This design comes from an exercise in tuning for small area on the open sky130 flow, not from production work. Function was checked by simulation only, so behaviour that the tests miss may differ from the original. Power figures rest on the tool's default switching activity, not on a simulated workload.

== zinc ==
==> flow/design.v (excerpt) <==
module top_mem_ctrl
  (
    input wire HCLK,
    input wire HRESETn,
    input wire [31:0] HADDR,
    input wire [2:0] HBURST,
    input wire [3:0] HPROT,
    input wire [2:0] HSIZE,
    input wire [1:0] HTRANS,
    input wire [31:0] HWDATA,
    input wire HWRITE,
    input wire HREADYIN,
    input wire HSEL,
    output wire [31:0] HRDATA,
    output wire HRESP,
    output wire HREADYOUT,
    input wire [31:0] MEM_RDATA,
    output wire [31:0] MEM_WDATA,
    output wire [11:0] MEM_ADDR,
    output wire [1:0] MEM_BA,
    output wire MEM_CKE,
    output wire MEM_CSn,
    output wire MEM_RASn,
    output wire MEM_CASn,
    output wire MEM_WEn,
    output wire [3:0] MEM_DQM
  );
Size in the first run: about 720 cells after synthesis, roughly 300 flip-flops.
clock: 10.0 ns
lec_check: 0
cap_margin: 20
core_margin: 2
core_utilization: 65
cts_buf_list: sky130_fd_sc_hd__clkbuf_8
cts_cluster_diameter: 60
cts_cluster_size: 20
slew_margin: 20
standard.sh (not shown) runs the stock make flow with config.mk's settings and CLKGATE_MAP_FILE= SYNTH_SCRIPT=/design/flow/synth_recipe.tcl, a recipe that flattens the netlist after the stock synthesis.
==> flow/flow/run.sh <==
#!/bin/bash
# Standard ORFS layout (the standard.sh) with these changes:
#  - synthesis maps logic with an area-oriented ABC script (flow/abc_area.script)
#    instead of ORFS's speed script, and leaves adders to ABC instead of
#    mapping them to half/full adder cells first (ADDER_MAP_FILE empty);
#    everything else in synthesis, including flip-flop mapping, is the
#    standard synthesis script, run unchanged
#  - ports are buffered with the smallest buffer (buf_1); every port still
#    gets its buffer
#  - clock tree synthesis uses clkbuf_8 and inserts no dummy loads
#  - the constant outputs keep synthesis's two tie cells (one tie-high and
#    one tie-low) instead of getting one tie cell each
# Each tool's log stays in orfs/logs; make's own output goes to
# standard_flow.log in the work folder.
set -euo pipefail
W=$(pwd)
orig=$(grep -o 'SYNTH_SCRIPT=[^ ]*' standard.sh | head -1 | cut -d= -f2)
cat > "$W/my_synth.tcl" <<EOT
proc abc {args} {
  set i [lsearch -exact \$args -script]
  if {\$i >= 0} { set args [lreplace \$args \$i [expr {\$i+1}] -script $W/flow/abc_area.script] }
  yosys abc {*}\$args
}
source $orig
EOT
sed "s#SYNTH_SCRIPT=[^ ]*#SYNTH_SCRIPT=$W/my_synth.tcl ADDER_MAP_FILE=#" standard.sh > my_standard.sh
export SKIP_REPAIR_TIE_FANOUT=1
export BUFFER_PORTS_ARGS="-buffer_cell sky130_fd_sc_hd__buf_1"
export CTS_ARGS="-sink_clustering_enable -repair_clock_nets -dont_use_dummy_load -sink_clustering_size 20 -sink_clustering_max_diameter 60 -buf_list sky130_fd_sc_hd__clkbuf_8 -root_buf sky130_fd_sc_hd__clkbuf_4"
bash my_standard.sh finish > standard_flow.log 2>&1
==> flow/flow/abc_area.script <==
strash
dch -f
amap
&get -n
&st
&dch -f
&nf -R 1000
&put
&get -n
&st
&dch -f
&nf -R 1000
&put
topo
stime -c
zinc finished end to end and its layout was clean on timing, DRC and antenna.
Setup changes, zinc to fjord
-- flow/flow/run.sh --
<<< zinc, line 27
export SKIP_REPAIR_TIE_FANOUT=1
export BUFFER_PORTS_ARGS="-buffer_cell sky130_fd_sc_hd__buf_1"
export CTS_ARGS="-sink_clustering_enable -repair_clock_nets -dont_use_dummy_load -sink_clustering_size 20 -sink_clustering_max_diameter 60 -buf_list sky130_fd_sc_hd__clkbuf_8 -root_buf sky130_fd_sc_hd__clkbuf_4"
bash my_standard.sh finish > standard_flow.log 2>&1
>>> fjord, line 27
export SKIP_REPAIR_TIE_FANOUT=1
export BUFFER_PORTS_ARGS="-buffer_cell sky130_fd_sc_hd__buf_1"
export CTS_ARGS="-sink_clustering_enable -repair_clock_nets -dont_use_dummy_load -sink_clustering_size 20 -sink_clustering_max_diameter 60 -buf_list sky130_fd_sc_hd__clkbuf_8"
bash my_standard.sh finish > standard_flow.log 2>&1
In fjord, worst reg-to-reg setup slack is lower than in zinc.
After detailed routing, zinc needs less wire than fjord.
fjord -> zinc: final area flat
Worst setup slack ended up 0.13 ns higher on fjord than on zinc.
> inputs changed (fjord -> lagoon)
# fjord
export LEC_CHECK = 0
export CAP_MARGIN = 20
export CORE_MARGIN = 2
export CORE_UTILIZATION = 65
export CTS_BUF_LIST = sky130_fd_sc_hd__clkbuf_8
export CTS_CLUSTER_DIAMETER = 60
export CTS_CLUSTER_SIZE = 20
export SLEW_MARGIN = 20
create_clock -name core_clock -period 10.0 [get_ports {HCLK}]
# lagoon
export LEC_CHECK = 0
export CAP_MARGIN = 20
export CORE_MARGIN = 2
export CORE_UTILIZATION = 70
export CTS_BUF_LIST = sky130_fd_sc_hd__clkbuf_8
export CTS_CLUSTER_DIAMETER = 60
export CTS_CLUSTER_SIZE = 20
export SLEW_MARGIN = 20
create_clock -name core_clock -period 10.0 [get_ports {HCLK}]
-- flow/flow/run.sh --
<<< fjord, line 8
#  - ports are buffered with the smallest buffer (buf_1); every port still
#    gets its buffer
#  - clock tree synthesis uses clkbuf_8 and inserts no dummy loads
#  - the constant outputs keep synthesis's two tie cells (one tie-high and
#    one tie-low) instead of getting one tie cell each
>>> lagoon, line 8
#  - ports are buffered with the smallest buffer (buf_1); every port still
#    gets its buffer
#  - clock tree synthesis uses clkbuf_8 (clkbuf_4 at the root) and inserts
#    no dummy loads
#  - the constant outputs keep synthesis's two tie cells (one tie-high and
#    one tie-low) instead of getting one tie cell each
<<< fjord, line 27
export SKIP_REPAIR_TIE_FANOUT=1
export BUFFER_PORTS_ARGS="-buffer_cell sky130_fd_sc_hd__buf_1"
export CTS_ARGS="-sink_clustering_enable -repair_clock_nets -dont_use_dummy_load -sink_clustering_size 20 -sink_clustering_max_diameter 60 -buf_list sky130_fd_sc_hd__clkbuf_8"
bash my_standard.sh finish > standard_flow.log 2>&1
>>> lagoon, line 28
export SKIP_REPAIR_TIE_FANOUT=1
export BUFFER_PORTS_ARGS="-buffer_cell sky130_fd_sc_hd__buf_1"
export CTS_ARGS="-sink_clustering_enable -repair_clock_nets -dont_use_dummy_load -sink_clustering_size 20 -sink_clustering_max_diameter 60 -buf_list sky130_fd_sc_hd__clkbuf_8 -root_buf sky130_fd_sc_hd__clkbuf_4"
bash my_standard.sh finish > standard_flow.log 2>&1
- Compared with fjord, lagoon shows clock skew lower by 0.028 ns.
- Summary: post-route cell area, lagoon better than fjord
- End of the critical path: HRDATA[15] -> lagoon, HRDATA[0] -> fjord
- Route | lagoon vs fjord | wire longer in lagoon
- lagoon ended up with fewer standard cells than fjord.
- Comparing fjord and lagoon, time the worst path needs with I/O delays and setup is lower on fjord.
- In terms of area share of buffers outside the clock network, fjord and lagoon differ only marginally.
- Re clock latency on the worst-skew pair: fjord was lower than lagoon.
What pepper does differently from lagoon at the input level:
# lagoon
export LEC_CHECK = 0
export CAP_MARGIN = 20
export CORE_MARGIN = 2
export CORE_UTILIZATION = 70
export CTS_BUF_LIST = sky130_fd_sc_hd__clkbuf_8
export CTS_CLUSTER_DIAMETER = 60
export CTS_CLUSTER_SIZE = 20
export SLEW_MARGIN = 20
create_clock -name core_clock -period 10.0 [get_ports {HCLK}]
# pepper
export LEC_CHECK = 0
export CAP_MARGIN = 20
export CORE_MARGIN = 2
export CORE_UTILIZATION = 65
export CTS_BUF_LIST = sky130_fd_sc_hd__clkbuf_4 sky130_fd_sc_hd__clkbuf_8
export CTS_CLUSTER_DIAMETER = 60
export CTS_CLUSTER_SIZE = 20
export SLEW_MARGIN = 20
create_clock -name core_clock -period 10.0 [get_ports {HCLK}]
-- flow/flow/run.sh --
<<< lagoon, line 8
#  - ports are buffered with the smallest buffer (buf_1); every port still
#    gets its buffer
#  - clock tree synthesis uses clkbuf_8 (clkbuf_4 at the root) and inserts
#    no dummy loads
#  - the constant outputs keep synthesis's two tie cells (one tie-high and
#    one tie-low) instead of getting one tie cell each
>>> pepper, line 8
#  - ports are buffered with the smallest buffer (buf_1); every port still
#    gets its buffer
#  - clock tree synthesis uses clkbuf_8 and inserts no dummy loads
#  - the constant outputs keep synthesis's two tie cells (one tie-high and
#    one tie-low) instead of getting one tie cell each
<<< lagoon, line 28
export SKIP_REPAIR_TIE_FANOUT=1
export BUFFER_PORTS_ARGS="-buffer_cell sky130_fd_sc_hd__buf_1"
export CTS_ARGS="-sink_clustering_enable -repair_clock_nets -dont_use_dummy_load -sink_clustering_size 20 -sink_clustering_max_diameter 60 -buf_list sky130_fd_sc_hd__clkbuf_8 -root_buf sky130_fd_sc_hd__clkbuf_4"
bash my_standard.sh finish > standard_flow.log 2>&1
>>> pepper, line 27
export SKIP_REPAIR_TIE_FANOUT=1
export BUFFER_PORTS_ARGS="-buffer_cell sky130_fd_sc_hd__buf_1"
export CTS_ARGS="-sink_clustering_enable -repair_clock_nets -dont_use_dummy_load -sink_clustering_size 20 -sink_clustering_max_diameter 60 -buf_list \"sky130_fd_sc_hd__clkbuf_4 sky130_fd_sc_hd__clkbuf_8\""
bash my_standard.sh finish > standard_flow.log 2>&1
Findings:
pepper against lagoon: routed wire length lower; layout clock buffer count picked up an extra 1; switching component of the power -1.4%; global-route usage has decreased; sequential share of layout area shrank by 0.25 points.


top_mem_ctrl, a different RTL version from the one above (not shown whole).
Size: about 710 cells after synthesis, ~290 flip-flops, roughly 200 I/O pins.
==> flow/design.v (excerpt) <==
module top_mem_ctrl
  (
    input wire HCLK,
    input wire HRESETn,
    input wire [31:0] HADDR,
    input wire [2:0] HBURST,
    input wire [3:0] HPROT,
    input wire [2:0] HSIZE,
    input wire [1:0] HTRANS,
    input wire [31:0] HWDATA,
    input wire HWRITE,
    input wire HREADYIN,
    input wire HSEL,
    output wire [31:0] HRDATA,
    output wire HRESP,
    output wire HREADYOUT,
    input wire [31:0] MEM_RDATA,
    output wire [31:0] MEM_WDATA,
    output wire [11:0] MEM_ADDR,
    output wire [1:0] MEM_BA,
    output wire MEM_CKE,
    output wire MEM_CSn,
    output wire MEM_RASn,
    output wire MEM_CASn,
    output wire MEM_WEn,
    output wire [3:0] MEM_DQM
  );
==> flow/config.mk <==
export PLATFORM = sky130hd
export DESIGN_NAME = top_mem_ctrl
export DESIGN_NICKNAME = top_mem_ctrl
export VERILOG_FILES = /design/flow/design.v
export SDC_FILE = /design/flow/constraint.sdc
export NUM_CORES = 4
export LEC_CHECK = 0
export CAP_MARGIN = 20
export CORE_MARGIN = 2
export CORE_UTILIZATION = 75
export CTS_BUF_LIST = sky130_fd_sc_hd__clkbuf_8
export CTS_CLUSTER_DIAMETER = 60
export CTS_CLUSTER_SIZE = 20
export SLEW_MARGIN = 20
==> flow/constraint.sdc <==
create_clock -name core_clock -period 10.0 [get_ports {HCLK}]
set_input_delay 2.0000 -clock core_clock [delete_from_list [all_inputs] [get_ports {HCLK}]]
set_output_delay 2.0000 -clock core_clock [all_outputs]
set_load 0.01 [all_outputs]
==> flow/flow/run.sh <==
#!/bin/bash
# Standard ORFS layout (the standard.sh) with these changes:
#  - synthesis maps logic with an area-oriented ABC script (flow/abc_area.script)
#    instead of ORFS's speed script, and leaves adders to ABC instead of
#    mapping them to half/full adder cells first (ADDER_MAP_FILE empty);
#    everything else in synthesis, including flip-flop mapping, is the
#    standard synthesis script, run unchanged
#  - ports are buffered with the smallest buffer (buf_1); every port still
#    gets its buffer
#  - clock tree synthesis uses clkbuf_8 and inserts no dummy loads
# Each tool's log stays in orfs/logs; make's own output goes to
# standard_flow.log in the work folder.
set -euo pipefail
W=$(pwd)
orig=$(grep -o 'SYNTH_SCRIPT=[^ ]*' standard.sh | head -1 | cut -d= -f2)
cat > "$W/my_synth.tcl" <<EOT
proc abc {args} {
  set i [lsearch -exact \$args -script]
  if {\$i >= 0} { set args [lreplace \$args \$i [expr {\$i+1}] -script $W/flow/abc_area.script] }
  yosys abc {*}\$args
}
source $orig
EOT
sed "s#SYNTH_SCRIPT=[^ ]*#SYNTH_SCRIPT=$W/my_synth.tcl ADDER_MAP_FILE=#" standard.sh > my_standard.sh
export BUFFER_PORTS_ARGS="-buffer_cell sky130_fd_sc_hd__buf_1"
export CTS_ARGS="-sink_clustering_enable -repair_clock_nets -dont_use_dummy_load -sink_clustering_size 20 -sink_clustering_max_diameter 60 -buf_list sky130_fd_sc_hd__clkbuf_8"
bash my_standard.sh finish > standard_flow.log 2>&1
Scripts as last shown in full above: flow/flow/abc_area.script
The first run finished clean.
Then changed:
--- a/flow/flow/run.sh
+++ b/flow/flow/run.sh
@@ -10,0 +11,2 @@
+#  - the constant outputs keep synthesis's two tie cells (one tie-high and
+#    one tie-low) instead of getting one tie cell each
@@ -24,0 +27 @@
+export SKIP_REPAIR_TIE_FANOUT=1
CAP_MARGIN = 0   (was 20)
CORE_UTILIZATION = 65   (was 75)
SLEW_MARGIN = 0   (was 20)
First-iteration DRC count went down by 26%.
Non-clock buffer count is unchanged.
Core utilization goes down by 11 points.
Worst setup slack is better by 0.23 ns.
Design area hardly moves.
Sequential power is about the same.
Via count came out lower by 3.1%.
Then changed:
CAP_MARGIN = 20   (was 0)
SLEW_MARGIN = 20   (was 0)
Non-clock buffer count does not change.
Sequential cell count stays the same.
Via count is unchanged.
Count of clock-buffer cells in the layout stays the same.
Area after synthesis does not change.
First-iteration DRC count does not change.
Global-route usage is unchanged.
Cell count does not change.
Design area stays the same.
Sequential power stays flat.
Critical path depth does not change.
Then changed:
--- a/flow/flow/run.sh
+++ b/flow/flow/run.sh
@@ -11,2 +10,0 @@
-#  - the constant outputs keep synthesis's two tie cells (one tie-high and
-#    one tie-low) instead of getting one tie cell each
@@ -27 +24,0 @@
-export SKIP_REPAIR_TIE_FANOUT=1
Effect: The changed run went through all stages and came out clean; core utilization goes up by 0.21 points; wire length goes down slightly; final cell count goes up slightly; synthesized cell count stays the same; setup slack improves by 0.052 ns; critical path depth goes up by 1; sequential power hardly moves; total power goes down slightly; design area barely changes.


The RTL this note starts from:
==> flow/design.v <==
module top_mem_ctrl
  (
    input wire HCLK,
    input wire HRESETn,
    input wire [31:0] HADDR,
    input wire [2:0] HBURST,
    input wire [3:0] HPROT,
    input wire [2:0] HSIZE,
    input wire [1:0] HTRANS,
    input wire [31:0] HWDATA,
    input wire HWRITE,
    input wire HREADYIN,
    input wire HSEL,
    output wire [31:0] HRDATA,
    output wire HRESP,
    output wire HREADYOUT,
    input wire [31:0] MEM_RDATA,
    output wire [31:0] MEM_WDATA,
    output wire [11:0] MEM_ADDR,
    output wire [1:0] MEM_BA,
    output wire MEM_CKE,
    output wire MEM_CSn,
    output wire MEM_RASn,
    output wire MEM_CASn,
    output wire MEM_WEn,
    output wire [3:0] MEM_DQM
  );
  localparam [4:0]
    INIT_WAIT0    = 5'd0,
    INIT_WAIT1    = 5'd1,
    INIT_PRE_C    = 5'd2,
    INIT_WAIT2    = 5'd3,
    INIT_AUTO_R1  = 5'd4,
    INIT_WAIT3    = 5'd5,
    INIT_AUTO_R2  = 5'd6,
    INIT_WAIT4    = 5'd7,
    INIT_SET_MODE = 5'd8,
    INIT_WAIT5    = 5'd9,
    INIT_WAIT6    = 5'd10,
    INIT_WAIT7    = 5'd11,
    ACTIVE_IDLE   = 5'd12,
    RF_PRE_C      = 5'd13,
    RF_AUTO_R     = 5'd14,
    RF_WAIT1      = 5'd15,
    RF_WAIT2      = 5'd16,
    RF_WAIT3      = 5'd17,
    R_CHECK_HIT   = 5'd18,
    R_RELAY_DATA  = 5'd19,
    R_SET_PREP    = 5'd20,
    R_SET_CMD     = 5'd21,
    R_BURST       = 5'd22,
    R_PRE_C       = 5'd23,
    W_SET_PREP    = 5'd24,
    W_SET_CMD     = 5'd25,
    W_WAIT        = 5'd26,
    W_PRE_C       = 5'd27;
  reg [4:0]   state;
  reg [4:0]   next_state;
  reg [11:0]  cnt;           
  reg         busyn;         
  reg         next_busyn;
  reg         valid;         
  reg [11:0]  line_a;        
  reg [255:0] line_d;
  reg [2:0]   ptr;           
  wire enable = HSEL & HREADYIN;
  wire [3:0] diff_b = {1'b0, HADDR[2:0]} - {1'b0, line_a[2:0]};
  wire [2:0] diff = diff_b[2:0];
  wire       b = diff_b[3];
  wire [8:0] hx = HADDR[11:3];
  wire [8:0] hy = ~line_a[11:3];
  wire [9:0] hc = {hx | hy, ~b};
  wire hit = (&((hx ^ hy) ~^ hc[8:0])) & hc[9];
  wire lfsr_fb = ~(cnt[11] ^ cnt[10] ^ cnt[7] ^ cnt[5]);
  wire ro_3    = cnt[2];                                                    
  wire ro_750  = cnt[0] & ~cnt[1] & ~cnt[3] & cnt[5] & ~cnt[8] & cnt[9] & ~cnt[10];   
  wire ro_init = ~cnt[0] & ~cnt[2] & ~cnt[4] & ~cnt[5] & cnt[6] & ~cnt[7] & ~cnt[8]
               & cnt[9] & cnt[10];                                        
  wire first_beat = (state == R_BURST) && (ptr == 3'd0);    
  reg counting;
  reg rollover;
  reg ras, cas, we, cke, addr_sel, mode;
  always @* begin
    next_state = state;
    next_busyn = 1'b0;
    counting = 1'b0;
    rollover = 1'b0;
    ras = 1'b1; cas = 1'b1; we = 1'b1; cke = 1'b1;
    addr_sel = 1'b0; mode = 1'b0;
    case (state)
      INIT_WAIT0:    begin cke = 1'b0; counting = 1'b1; rollover = ro_init;
                           if (ro_init) next_state = INIT_WAIT1; end
      INIT_WAIT1:    next_state = INIT_WAIT2;
      INIT_WAIT2:    begin counting = 1'b1; rollover = ro_init;
                           if (ro_init) next_state = INIT_PRE_C; end
      INIT_PRE_C:    begin ras = 1'b0; we = 1'b0; next_state = INIT_WAIT3; end
      INIT_WAIT3:    next_state = INIT_AUTO_R1;
      INIT_AUTO_R1:  begin ras = 1'b0; cas = 1'b0; next_state = INIT_WAIT4; end
      INIT_WAIT4:    begin counting = 1'b1;
                           if (ro_3) next_state = INIT_AUTO_R2; end
      INIT_AUTO_R2:  begin ras = 1'b0; cas = 1'b0; next_state = INIT_WAIT5; end
      INIT_WAIT5:    begin counting = 1'b1;
                           if (ro_3) next_state = INIT_SET_MODE; end
      INIT_SET_MODE: begin ras = 1'b0; cas = 1'b0; we = 1'b0; mode = 1'b1;
                           next_state = INIT_WAIT6; end
      INIT_WAIT6:    next_state = INIT_WAIT7;
      INIT_WAIT7:    next_state = ACTIVE_IDLE;
      ACTIVE_IDLE: begin
        counting = 1'b1;
        if (ro_750) begin
          ras = 1'b0; cas = 1'b0;
          next_state = RF_PRE_C;
        end else if (enable) begin
          next_state = HWRITE ? W_SET_PREP : R_CHECK_HIT;
        end else
          next_busyn = 1'b1;
      end
      RF_PRE_C:      begin ras = 1'b0; we = 1'b0; next_state = RF_AUTO_R; end
      RF_AUTO_R:     begin ras = 1'b0; cas = 1'b0; next_state = RF_WAIT1; end
      RF_WAIT1:      next_state = RF_WAIT2;
      RF_WAIT2:      next_state = RF_WAIT3;
      RF_WAIT3:      next_state = ACTIVE_IDLE;
      R_CHECK_HIT:   begin next_busyn = hit;
                           next_state = hit ? R_RELAY_DATA : R_SET_PREP; end
      R_RELAY_DATA:  begin next_busyn = 1'b1; next_state = ACTIVE_IDLE; end
      R_SET_PREP:    begin ras = 1'b0; addr_sel = 1'b1; next_state = R_SET_CMD; end
      R_SET_CMD:     begin cas = 1'b0; addr_sel = 1'b1; next_state = R_BURST; end
      R_BURST:       begin addr_sel = (ptr == 3'd0); we = (ptr != 3'd1);
                           if (ptr == 3'd1) next_state = R_PRE_C; end
      R_PRE_C:       begin ras = 1'b0; we = 1'b0; next_busyn = 1'b1;
                           next_state = R_RELAY_DATA; end
      W_SET_PREP:    begin ras = 1'b0; addr_sel = 1'b1; next_state = W_SET_CMD; end
      W_SET_CMD:     begin cas = 1'b0; we = 1'b0; addr_sel = 1'b1; next_state = W_WAIT; end
      W_WAIT:        begin we = 1'b0; next_busyn = 1'b1; next_state = W_PRE_C; end
      W_PRE_C:       begin ras = 1'b0; we = 1'b0; next_busyn = 1'b1;
                           next_state = ACTIVE_IDLE; end
      default:       ;
    endcase
  end
  always @(posedge HCLK or negedge HRESETn) begin
    if (!HRESETn) begin
      state <= INIT_WAIT0;
      busyn <= 1'b0;
      cnt   <= 12'd0;
      valid <= 1'b0;
      line_a <= 12'd0;
    end else begin
      state <= next_state;
      busyn <= next_busyn;
      cnt   <= counting ? {cnt[10:0], lfsr_fb} : 12'd0;
      if (first_beat) begin
        valid  <= 1'b1;
        line_a <= HADDR[11:0];
      end
    end
  end
  reg fill_q, keep_q;
  wire fill_next = (next_state == R_BURST);
  always @(posedge HCLK) begin
    fill_q <= fill_next;
    keep_q <= ~fill_next;
  end
  wire [31:0] word7_in = ({32{fill_q}} & MEM_RDATA) | ({32{keep_q}} & line_d[31:0]);
  always @(posedge HCLK)
    line_d <= {word7_in, line_d[255:32]};
  always @(posedge HCLK)
    ptr <= (state == R_SET_CMD) ? 3'd0 : ptr - 3'd1;
  reg [2:0] pos_q;
  reg       relay_q;
  wire [2:0] rel_off = (state == R_CHECK_HIT) ? diff[2:0] : 3'd0;
  always @(posedge HCLK)
    pos_q <= ptr - 3'd1 + rel_off;
  always @(posedge HCLK or negedge HRESETn) begin
    if (!HRESETn)
      relay_q <= 1'b0;
    else
      relay_q <= ((state == R_CHECK_HIT) && hit && valid) || (state == R_PRE_C);
  end
  wire [7:0] sel_q = {8{relay_q}} & (8'd1 << pos_q);
  reg [31:0] rdata;
  integer k;
  always @* begin
    rdata = 32'd0;
    for (k = 0; k < 8; k = k + 1)
      rdata = rdata | ({32{sel_q[k]}} & line_d[k*32 +: 32]);
  end
  assign HRDATA    = rdata;
  assign HRESP     = 1'b0;
  assign HREADYOUT = busyn;
  assign MEM_WDATA = HWDATA;
  assign MEM_BA    = HADDR[13:12];
  assign MEM_ADDR  = mode ? 12'h213 : (addr_sel ? HADDR[11:0] : 12'd0);
  assign MEM_CKE   = cke;
  assign MEM_CSn   = 1'b0;
  assign MEM_RASn  = ras;
  assign MEM_CASn  = cas;
  assign MEM_WEn   = we;
  assign MEM_DQM   = 4'b1111;
endmodule
Settings: LEC_CHECK=0, CAP_MARGIN=20, CORE_MARGIN=2, CORE_UTILIZATION=65, CTS_BUF_LIST=sky130_fd_sc_hd__clkbuf_8, CTS_CLUSTER_DIAMETER=100, CTS_CLUSTER_SIZE=20, SLEW_MARGIN=20; clock period 10.0 ns.
==> flow/flow/run.sh <==
#!/bin/bash
# Standard ORFS layout (the standard.sh) with three changes:
#  - synthesis maps logic with an area-oriented ABC script (flow/abc_area.script)
#    instead of ORFS's speed script; everything else in synthesis, including
#    flip-flop mapping, is the standard synthesis script, run unchanged
#  - ports are buffered with the smallest buffer (buf_1); every port still
#    gets its buffer
#  - clock tree synthesis inserts no dummy loads
# Each tool's log stays in orfs/logs; make's own output goes to
# standard_flow.log in the work folder.
set -euo pipefail
W=$(pwd)
orig=$(grep -o 'SYNTH_SCRIPT=[^ ]*' standard.sh | head -1 | cut -d= -f2)
cat > "$W/my_synth.tcl" <<EOT
proc abc {args} {
  set i [lsearch -exact \$args -script]
  if {\$i >= 0} { set args [lreplace \$args \$i [expr {\$i+1}] -script $W/flow/abc_area.script] }
  yosys abc {*}\$args
}
source $orig
EOT
sed "s#SYNTH_SCRIPT=[^ ]*#SYNTH_SCRIPT=$W/my_synth.tcl#" standard.sh > my_standard.sh
export BUFFER_PORTS_ARGS="-buffer_cell sky130_fd_sc_hd__buf_1"
export CTS_ARGS="-sink_clustering_enable -repair_clock_nets -dont_use_dummy_load -sink_clustering_size ${CTS_CLUSTER_SIZE:-20} -sink_clustering_max_diameter ${CTS_CLUSTER_DIAMETER:-100} -buf_list ${CTS_BUF_LIST:-sky130_fd_sc_hd__clkbuf_8}"
bash my_standard.sh finish > standard_flow.log 2>&1
Scripts as last shown in full above: flow/flow/abc_area.script
The starting point went through all stages and came out clean.
Next try:
--- a/flow/flow/run.sh
+++ b/flow/flow/run.sh
@@ -24 +24 @@
-export CTS_ARGS="-sink_clustering_enable -repair_clock_nets -dont_use_dummy_load -sink_clustering_size ${CTS_CLUSTER_SIZE:-20} -sink_clustering_max_diameter ${CTS_CLUSTER_DIAMETER:-100} -buf_list ${CTS_BUF_LIST:-sky130_fd_sc_hd__clkbuf_8}"
+export CTS_ARGS="-sink_clustering_enable -repair_clock_nets -dont_use_dummy_load -sink_clustering_size ${CTS_CLUSTER_SIZE:-16} -sink_clustering_max_diameter ${CTS_CLUSTER_DIAMETER:-60} -buf_list ${CTS_BUF_LIST:-sky130_fd_sc_hd__clkbuf_8}"
- CTS_CLUSTER_DIAMETER: 100 -> 60
- CTS_CLUSTER_SIZE: 20 -> 16
Hold slack gets worse by 20 ps.
Clock skew grows by 20 ps.
Final cell count grows by about 0.4%.
Synthesized area is unchanged.
Worst setup slack improved by 6.7 ps.
Routed wire length decreases by about 1.1%.
Total power is higher by about 2.4%.
Clock power grows by about 8%.

[static timing again, ports no longer ideal]
Ports are ideal in the flow. The routed layouts listed here were re-timed in OpenROAD. Step 1, drivers: a clkbuf_16 drives HCLK and a buf_2 each remaining input, both assumed. Step 2 also shifts input and output timing later by t, the mid clock arrival at the registers, as if the neighbouring blocks saw the same clock. Three values: ideal, step 1, step 2; two values: the first two.
run	shift t [ns]	setup slack, ns	worst hold slack (ns)	clock arrival spread, ns	worst register clock-pin slew, ns
zinc	0.616	4.023 / 3.997 / 4.613	0.268 / 0.268 / 0.268	0.096 / 0.096	0.11 / 0.11
fjord	0.514	4.148 / 4.121 / 4.635	0.289 / 0.289 / 0.289	0.076 / 0.076	0.11 / 0.11
lagoon	0.603	4.134 / 4.104 / 4.707	0.344 / 0.344 / 0.344	0.036 / 0.035	0.12 / 0.12
pepper	0.514	4.148 / 4.121 / 4.635	0.289 / 0.289 / 0.289	0.076 / 0.076	0.11 / 0.11
the first run of note 2	0.536	3.960 / 3.927 / 4.463	0.315 / 0.315 / 0.315	0.074 / 0.074	0.12 / 0.12
the second run of note 2	0.528	4.189 / 4.158 / 4.686	0.310 / 0.310 / 0.310	0.050 / 0.050	0.11 / 0.11
the third run of note 2	0.528	4.189 / 4.158 / 4.686	0.310 / 0.310 / 0.310	0.050 / 0.050	0.11 / 0.11
the fourth run of note 2	0.522	4.241 / 4.207 / 4.730	0.330 / 0.330 / 0.330	0.057 / 0.057	0.12 / 0.12
the first run of note 3	0.542	4.635 / 4.602 / 5.144	0.335 / 0.335 / 0.335	0.026 / 0.026	0.12 / 0.12
the second run of note 3	0.547	4.642 / 4.610 / 5.157	0.315 / 0.315 / 0.315	0.056 / 0.056	0.10 / 0.10
After both steps setup and hold are still met in every run listed.
